This is an optimization exercise on Yosys and OpenROAD, whose aim is small area, not a production implementation. The RTL was checked by simulation tests, not by an equivalence proof against the original design. No activity file was given, so power comes from the tool's default toggle rates.

Setup of job 5537:
// connect4
module connect4(
    input clk,
    input reset,
    input right,
    input left,
    input enter,
    output h_sync,
    output v_sync,
    output [3:0] red,
    output [3:0] green,
    output [3:0] blue,
    output [1:0] win
    );
    integer c, r;
    reg q1, q2;
    wire change = q2 & ~q1;
    wire sel = ~q2 & q1;
    wire won;
    always @(posedge clk or posedge reset)
        if (reset) begin
            q1 <= 1'b0; q2 <= 1'b0;
        end else begin
            q1 <= (~q1 & enter) | (q1 & ~enter) | (q2 & ~q1);
            q2 <= (~q2 & q1 & enter) | (q2 & ~q1 & won) | (q2 & q1 & ~enter);
        end
    reg player;
    always @(posedge clk or posedge reset)
        if (reset) player <= 1'b0;
        else if (change) player <= ~player;
    reg [2:0] A;
    always @(posedge clk or posedge reset)
        if (reset) A <= 3'd0;
        else if (sel) begin
            if (right & ~left) A <= (A == 3'd6) ? 3'd0 : A + 3'd1;
            else if (left & ~right) A <= (A == 3'd0) ? 3'd6 : A - 3'd1;
        end
    reg [6:0] bd [0:6];
    reg F, W;
    reg [5:0] occ [0:6];
    reg [5:0] M [0:6];
    always @(*)
        for (c = 0; c < 7; c = c + 1)
            for (r = 0; r < 6; r = r + 1) begin
                occ[c][r] = |(bd[c] >> (r + 1));
                M[c][r] = occ[c][r] & (bd[c][r] ^ player);
            end
    wire drop = change & ~F;
    always @(posedge clk or posedge reset)
        if (reset) begin
            for (c = 0; c < 7; c = c + 1) bd[c] <= 7'b0000001;
        end else begin
            for (c = 0; c < 7; c = c + 1)
                if (drop && A == c) begin
                    if (~occ[c][0]) bd[c][0] <= player;
                    for (r = 1; r < 6; r = r + 1)
                        if (~occ[c][r]) bd[c][r] <= bd[c][r] ? player : bd[c][r-1];
  ...
Size in the first run: roughly 580 cells after synthesis, roughly 81 flip-flops, about 21 I/O pins, ~0.0050 sq mm of cells after synthesis.
==> flow/config.mk <==
export PLATFORM = sky130hd
export DESIGN_NAME = connect4
export DESIGN_NICKNAME = connect4
export VERILOG_FILES = /design/flow/design.v
export SDC_FILE = /design/flow/constraint.sdc
export NUM_CORES = 4
export LEC_CHECK = 0
export CAP_MARGIN = 20
export CORE_MARGIN = 2
export CORE_UTILIZATION = 60
export SLEW_MARGIN = 20
==> flow/constraint.sdc <==
create_clock -name core_clock -period 10.0 [get_ports {clk}]
set_input_delay 2.0000 -clock core_clock [delete_from_list [all_inputs] [get_ports {clk}]]
set_output_delay 2.0000 -clock core_clock [all_outputs]
set_load 0.01 [all_outputs]
standard.sh (not shown) runs the stock make flow with config.mk's settings and CLKGATE_MAP_FILE= SYNTH_SCRIPT=/design/flow/synth_recipe.tcl, a recipe that flattens the netlist after the stock synthesis.
==> flow/flow/run.sh <==
#!/bin/bash
# Own layout flow: the standard ORFS flow (standard.sh) with a different
# logic synthesis step:
#  - Yosys's half/full adder extraction is off (ha/fa cells marked don't-use),
#    so all logic is mapped by ABC;
#  - ABC runs the area-oriented script flow/abc_area.script;
#  - no insbuf buffers between output ports; clock tree of clkbuf_8 without
#    dummy loads; port buffers are buf_1.
# Everything else (floorplan, power grid, placement, CTS, routing) is the
# standard flow unchanged. Each tool's output goes to a log in this folder.
set -euo pipefail
HERE=$(pwd)
FLOWDIR=$HERE/flow

# synthesis script: ORFS's synth.tcl with the ABC script swapped
sed "s|log_cmd abc {\*}\$abc_args|set abc_args [lreplace \$abc_args 1 1 $FLOWDIR/abc_area.script]\n  log_cmd abc {*}\$abc_args|" \
    "$FLOW_HOME/scripts/synth.tcl" > "$HERE/synth_custom.tcl"
grep -q "abc_area.script" "$HERE/synth_custom.tcl"
# wrapper, as synth_recipe.tcl does it (synth -nofsm -noshare, flatten, rename)
sed "s|source \$::env(SCRIPTS_DIR)/synth.tcl|source $HERE/synth_custom.tcl|" synth_recipe.tcl > "$HERE/my_synth.tcl"
grep -q "synth_custom.tcl" "$HERE/my_synth.tcl"

cp config.mk "$HERE/my_config.mk"
echo "export DONT_USE_CELLS = sky130_fd_sc_hd__ha_1 sky130_fd_sc_hd__ha_2 sky130_fd_sc_hd__ha_4 sky130_fd_sc_hd__fa_1 sky130_fd_sc_hd__fa_2 sky130_fd_sc_hd__fa_4" >> "$HERE/my_config.mk"
# no buffers between output ports that carry the same signal (each port still
# gets its own port buffer at placement)
echo "export SYNTH_INSBUF = 0" >> "$HERE/my_config.mk"
# port buffers: one buf_1 on every input and output port
echo "export BUFFER_PORTS_ARGS = -inputs -outputs -buffer_cell sky130_fd_sc_hd__buf_1" >> "$HERE/my_config.mk"
# clock tree: clkbuf_8 buffers, no dummy loads
echo "export CTS_ARGS = -sink_clustering_enable -repair_clock_nets -buf_list sky130_fd_sc_hd__clkbuf_8 -root_buf sky130_fd_sc_hd__clkbuf_8 -dont_use_dummy_load" >> "$HERE/my_config.mk"

sed -e "s|DESIGN_CONFIG=[^ ]*|DESIGN_CONFIG=$HERE/my_config.mk|" \
    -e "s|SYNTH_SCRIPT=[^ ]*|SYNTH_SCRIPT=$HERE/my_synth.tcl|" standard.sh > "$HERE/my_standard.sh"
grep -q "my_synth.tcl" "$HERE/my_standard.sh"

bash "$HERE/my_standard.sh" > "$HERE/orfs_flow.log" 2>&1
==> flow/flow/abc_area.script <==
&get -n
&st
&deepsyn -J 100 -T 600
&dch -f
&nf -a -R 1000 -F 16 -A 16 -C 32
&put
Input changes introduced in job 3088 (baseline for comparison: job 5537):
--- a/flow/design.v
+++ b/flow/design.v
@@ -49,48 +49,37 @@
         if (reset) begin
             for (c = 0; c < 7; c = c + 1) bd[c] <= 7'b0000001;
         end else begin
             for (c = 0; c < 7; c = c + 1)
                 if (drop && A == c) begin
                     if (~occ[c][0]) bd[c][0] <= player;
                     for (r = 1; r < 6; r = r + 1)
                         if (~occ[c][r]) bd[c][r] <= bd[c][r] ? player : bd[c][r-1];
                     bd[c][6] <= bd[c][6] | bd[c][5];
                 end
         end
-    wire wm =
-        (M[0][2] & M[0][3] & ((M[0][1] & (M[0][0] | M[0][4])) | (M[0][4] & M[0][5]))) |
-        (M[1][2] & M[1][3] & ((M[1][1] & (M[1][0] | M[1][4])) | (M[1][4] & M[1][5]))) |
-        (M[2][2] & M[2][3] & ((M[2][1] & (M[2][0] | M[2][4])) | (M[2][4] & M[2][5]))) |
-        (M[3][2] & M[3][3] & ((M[3][1] & (M[3][0] | M[3][4])) | (M[3][4] & M[3][5]))) |
-        (M[4][2] & M[4][3] & ((M[4][1] & (M[4][0] | M[4][4])) | (M[4][4] & M[4][5]))) |
-        (M[5][2] & M[5][3] & ((M[5][1] & (M[5][0] | M[5][4])) | (M[5][4] & M[5][5]))) |
-        (M[6][2] & M[6][3] & ((M[6][1] & (M[6][0] | M[6][4])) | (M[6][4] & M[6][5]))) |
-        (M[3][0] & ((M[2][0] & ((M[1][0] & (M[0][0] | M[4][0])) | (M[4][0] & M[5][0]))) | (M[4][0] & M[5][0] & M[6][0]))) |
-        (M[3][1] & ((M[2][1] & ((M[1][1] & (M[0][1] | M[4][1])) | (M[4][1] & M[5][1]))) | (M[4][1] & M[5][1] & M[6][1]))) |
-        (M[3][2] & ((M[2][2] & ((M[1][2] & (M[0][2] | M[4][2])) | (M[4][2] & M[5][2]))) | (M[4][2] & M[5][2] & M[6][2]))) |
-        (M[3][3] & ((M[2][3] & ((M[1][3] & (M[0][3] | M[4][3])) | (M[4][3] & M[5][3]))) | (M[4][3] & M[5][3] & M[6][3]))) |
-        (M[3][4] & ((M[2][4] & ((M[1][4] & (M[0][4] | M[4][4])) | (M[4][4] & M[5][4]))) | (M[4][4] & M[5][4] & M[6][4]))) |
-        (M[3][5] & ((M[2][5] & ((M[1][5] & (M[0][5] | M[4][5])) | (M[4][5] & M[5][5]))) | (M[4][5] & M[5][5] & M[6][5]))) |
-        (M[0][2] & M[1][3] & M[2][4] & M[3][5]) |
-        (M[1][2] & M[2][3] & M[3][4] & (M[0][1] | M[4][5])) |
-        (M[2][2] & M[3][3] & ((M[1][1] & (M[0][0] | M[4][4])) | (M[4][4] & M[5][5]))) |
-        (M[3][2] & M[4][3] & ((M[2][1] & (M[1][0] | M[5][4])) | (M[5][4] & M[6][5]))) |
-        (M[3][1] & M[4][2] & M[5][3] & (M[2][0] | M[6][4])) |
-        (M[3][0] & M[4][1] & M[5][2] & M[6][3]) |
-        (M[0][3] & M[1][2] & M[2][1] & M[3][0]) |
-        (M[1][3] & M[2][2] & M[3][1] & (M[0][4] | M[4][0])) |
-        (M[2][3] & M[3][2] & ((M[1][4] & (M[0][5] | M[4][1])) | (M[4][1] & M[5][0]))) |
-        (M[3][3] & M[4][2] & ((M[2][4] & (M[1][5] | M[5][1])) | (M[5][1] & M[6][0]))) |
-        (M[3][4] & M[4][3] & M[5][2] & (M[2][5] | M[6][1])) |
-        (M[3][5] & M[4][4] & M[5][3] & M[6][2]);
+    reg wm;
+    always @(*) begin
+        wm = 1'b0;
+        for (c = 0; c < 7; c = c + 1)
+            for (r = 0; r < 3; r = r + 1)
+                wm = wm | (M[c][r] & M[c][r+1] & M[c][r+2] & M[c][r+3]);
+        for (c = 0; c < 4; c = c + 1)
+            for (r = 0; r < 6; r = r + 1)
+                wm = wm | (M[c][r] & M[c+1][r] & M[c+2][r] & M[c+3][r]);
+        for (c = 0; c < 4; c = c + 1)
+            for (r = 0; r < 3; r = r + 1) begin
+                wm = wm | (M[c][r] & M[c+1][r+1] & M[c+2][r+2] & M[c+3][r+3]);
+                wm = wm | (M[c][r+3] & M[c+1][r+2] & M[c+2][r+1] & M[c+3][r]);
+            end
+    end
     assign won = F | wm;
     assign win = {won, F ? W : (wm & ~player)};
     always @(posedge clk or posedge reset)
         if (reset) begin
             F <= 1'b0; W <= 1'b0;
         end else if (~F) begin
             F <= wm; W <= ~player;
         end
     reg [1:0] s;
     wire pe = ~s[1] & s[0];
     reg [2:0] k;
--- outcome ---
- Source of the critical timing path: player -> job 3088, bd[4][4] -> job 5537
- Job 3088 vs job 5537, combinational cell power went down by 7.3%.
- Job 3088 vs job 5537: setup slack down in job 3088
- Power share of the sequential group (higher): job 3088
- Wire length: job 3088 vs job 5537 up 0.47%
- Job 3088 vs job 5537 — detailed-routed wire length on met3 dropped by a little under 10%
- Sort job 5537 and job 3088 by count of different cell masters after synthesis asc -> top: job 5537
- Chip width: job 3088 vs job 5537 up about 0.33%
- Lower worst-case setup slack after placement goes to job 3088 over job 5537.
- In the reports for job 5537 and job 3088, the smaller achievable frequency belongs to job 3088.

==> separate check: timing with driven ports <==
The results above use ideal ports. As a check the final layouts listed here were re-extracted and re-timed, cells and wires unchanged. Step 1 (the two cells are an assumption about what drives the block):
set clk [get_ports {clk}]
set_driving_cell -lib_cell sky130_fd_sc_hd__clkbuf_16 $clk
set_driving_cell -lib_cell sky130_fd_sc_hd__buf_2 [delete_from_list [all_inputs] $clk]
Step 2 moves the port delays by t, midway between the first and last clock arrival at a register: inputs arrive t later, outputs are due t later. That takes back most of the time a late clock gives input paths. Slacks: ideal ports / drivers / drivers and shift; pairs: ideal ports / drivers.
run	shift t [ns]	slack for setup (ns)	latest minus earliest clock arrival (ns)
job 5537	0.375	4.111 / 4.073 / 4.448	0.025 / 0.026
job 3088	0.394	3.942 / 3.905 / 4.298	0.021 / 0.021
After both steps every run listed still meets setup and hold.
